This is an optimization exercise on Yosys and OpenROAD, whose aim is small area, a short achievable clock period and few clock cycles per item, not a production implementation.
At most, simulation tests tie the RTL to the original design; equivalence was not proved.

==> module fpu_div_s2a, before the edit <==
module fpu_div_s2a
  (
   input [26:0]      qutnt_i,
   input [9:0] 	     exp_10_i,
   output [26:0]     fraco1_o,
   output [8:0]      expo2_o,
   output 	     lost0_o,  
   output 	     lost1_o  
   );
   wire 	     s_qutdn = !qutnt_i[26];
   wire [9:0] 	     s_exp_10b = exp_10_i - {9'd0, s_qutdn};
   wire 	     c_b = s_exp_10b[9] | !(|s_exp_10b);
   wire [9:0] 	     v_shr = c_b ? (10'd1 - s_exp_10b) - {9'd0, s_qutdn} : 10'd0;
   wire [9:0] 	     v_shl = c_b ? 10'd0 : s_exp_10b[8] ? 10'd0 : {9'd0, s_qutdn};
   wire [8:0] 	     s_expo1 = c_b ? 9'd1 : s_exp_10b[8:0];
   wire [5:0] 	     s_shr1 = v_shr[6] ? 6'b111111 : v_shr[5:0];
   wire [5:0] 	     s_shl1 = v_shl[5:0];
   wire [26:0] 	     s_fraco1 = (|s_shr1) ? qutnt_i >> s_shr1 : qutnt_i << s_shl1;
   assign fraco1_o = s_fraco1;
   assign expo2_o = s_fraco1[26] ? s_expo1 : s_expo1 - 9'd1;
   reg [5:0] 	     s_r_zeros;
   integer 	     i;
   always @* begin
      s_r_zeros = 6'd27;
      for (i = 26; i >= 0; i = i - 1)
	if (qutnt_i[i]) s_r_zeros = i;
   end
   assign lost0_o = s_shr1 > s_r_zeros;
   assign lost1_o = (s_shr1 + 6'd1) > s_r_zeros;
endmodule
==> flow/config.mk <==
export PLATFORM = sky130hd
export DESIGN_NAME = fpu_arith
export DESIGN_NICKNAME = fpu_arith
export VERILOG_FILES = /design/flow/design.v
export SDC_FILE = /design/flow/constraint.sdc
export NUM_CORES = 4
export LEC_CHECK = 0
export CAP_MARGIN = 20
export CORE_MARGIN = 2
export CORE_UTILIZATION = 35
export SLEW_MARGIN = 20
==> flow/constraint.sdc <==
create_clock -name core_clock -period 9.0 [get_ports {clk}]
set_input_delay 1.8000 -clock core_clock [delete_from_list [all_inputs] [get_ports {clk}]]
set_output_delay 1.8000 -clock core_clock [all_outputs]
set_load 0.01 [all_outputs]
run.sh (not shown) runs the stock make flow with config.mk's settings and CLKGATE_MAP_FILE= SYNTH_SCRIPT=/design/flow/synth_recipe.tcl, a recipe that flattens the netlist after the stock synthesis.
The starting point produced a layout that fails on setup timing.
Edit:
--- a/flow/design.v
+++ b/flow/design.v
@@ -324,22 +324,33 @@
    output [26:0]     fraco1_o,
    output [8:0]      expo2_o,
    output 	     lost0_o,  
    output 	     lost1_o  
    );
    wire 	     s_qutdn = !qutnt_i[26];
-   wire [9:0] 	     s_exp_10b = exp_10_i - {9'd0, s_qutdn};
-   wire 	     c_b = s_exp_10b[9] | !(|s_exp_10b);
-   wire [9:0] 	     v_shr = c_b ? (10'd1 - s_exp_10b) - {9'd0, s_qutdn} : 10'd0;
-   wire [9:0] 	     v_shl = c_b ? 10'd0 : s_exp_10b[8] ? 10'd0 : {9'd0, s_qutdn};
-   wire [8:0] 	     s_expo1 = c_b ? 9'd1 : s_exp_10b[8:0];
-   wire [5:0] 	     s_shr1 = v_shr[6] ? 6'b111111 : v_shr[5:0];
-   wire [5:0] 	     s_shl1 = v_shl[5:0];
-   wire [26:0] 	     s_fraco1 = (|s_shr1) ? qutnt_i >> s_shr1 : qutnt_i << s_shl1;
+   wire [9:0] 	     eb0 = exp_10_i;
+   wire [9:0] 	     eb1 = exp_10_i - 10'd1;
+   wire 	     cb0 = eb0[9] | !(|eb0);
+   wire 	     cb1 = eb1[9] | !(|eb1);
+   wire [9:0] 	     vr0 = cb0 ? 10'd1 - eb0 : 10'd0;
+   wire [9:0] 	     vr1 = cb1 ? (10'd1 - eb1) - 10'd1 : 10'd0;
+   wire [9:0] 	     vl1 = cb1 ? 10'd0 : eb1[8] ? 10'd0 : 10'd1;
+   wire [8:0] 	     e1_0 = cb0 ? 9'd1 : eb0[8:0];
+   wire [8:0] 	     e1_1 = cb1 ? 9'd1 : eb1[8:0];
+   wire [5:0] 	     sr0 = vr0[6] ? 6'b111111 : vr0[5:0];
+   wire [5:0] 	     sr1 = vr1[6] ? 6'b111111 : vr1[5:0];
+   wire [8:0] 	     e1m_0 = e1_0 - 9'd1;
+   wire [8:0] 	     e1m_1 = e1_1 - 9'd1;
+   wire [5:0] 	     s_shr1 = s_qutdn ? sr1 : sr0;
+   wire [5:0] 	     s_shl1 = s_qutdn ? vl1[5:0] : 6'd0;
+   wire 	     s_right = s_qutdn ? (|sr1) : (|sr0);
+   wire [8:0] 	     s_expo1 = s_qutdn ? e1_1 : e1_0;
+   wire [8:0] 	     s_expo1m = s_qutdn ? e1m_1 : e1m_0;
+   wire [26:0] 	     s_fraco1 = s_right ? qutnt_i >> s_shr1 : qutnt_i << s_shl1;
    assign fraco1_o = s_fraco1;
-   assign expo2_o = s_fraco1[26] ? s_expo1 : s_expo1 - 9'd1;
+   assign expo2_o = s_fraco1[26] ? s_expo1 : s_expo1m;
    reg [5:0] 	     s_r_zeros;
    integer 	     i;
    always @* begin
       s_r_zeros = 6'd27;
       for (i = 26; i >= 0; i = i - 1)
 	if (qutnt_i[i]) s_r_zeros = i;
Result: The new run finished clean; clock skew is lower by 0.044 ns; cell count falls by 2.2%; utilization came out lower by 0.92 points; synthesized area shrinks by 1.5%; routed wire length went down by 1.9%; hold slack improved by 0.0088 ns; cell area shrinks by 3.6%.
Testbench counts after the change, summed over its fixed seeds: cycles 40,382, ops 16,000.
No functional check of the RTL was part of the first run of this note.

-- re-timing with driven ports --
The results above use ideal ports. As a check the final layouts listed here were re-extracted and re-timed, cells and wires unchanged. Step 1 sets driving cells, clkbuf_16 on the clock port and buf_2 on the other inputs (assumed; they add their load-dependent delay and slew). Step 2 adds t to the input delays and takes it off the output delays; t is the mean of the earliest and latest rising clock arrival at the registers after step 1. Input paths then give back, and output paths get back, about the clock's delay inside the block. Three values: no drivers, after step 1, after step 2; two values: the first two.
run	t, ns	setup WS [ns]	latest minus earliest clock arrival (ns)	pins driven straight from the clock port
the first run	0.784	-0.122 / -0.122 / -0.412	0.071 / 0.071	1
the second run	0.754	0.252 / 0.182 / -0.477	0.019 / 0.020	1
With both steps, setup timing fails in the second run, where it was met with ideal ports. The setup slack of the second run, which loses most, moves by -0.070 ns with the drivers and by -0.729 ns with both steps.
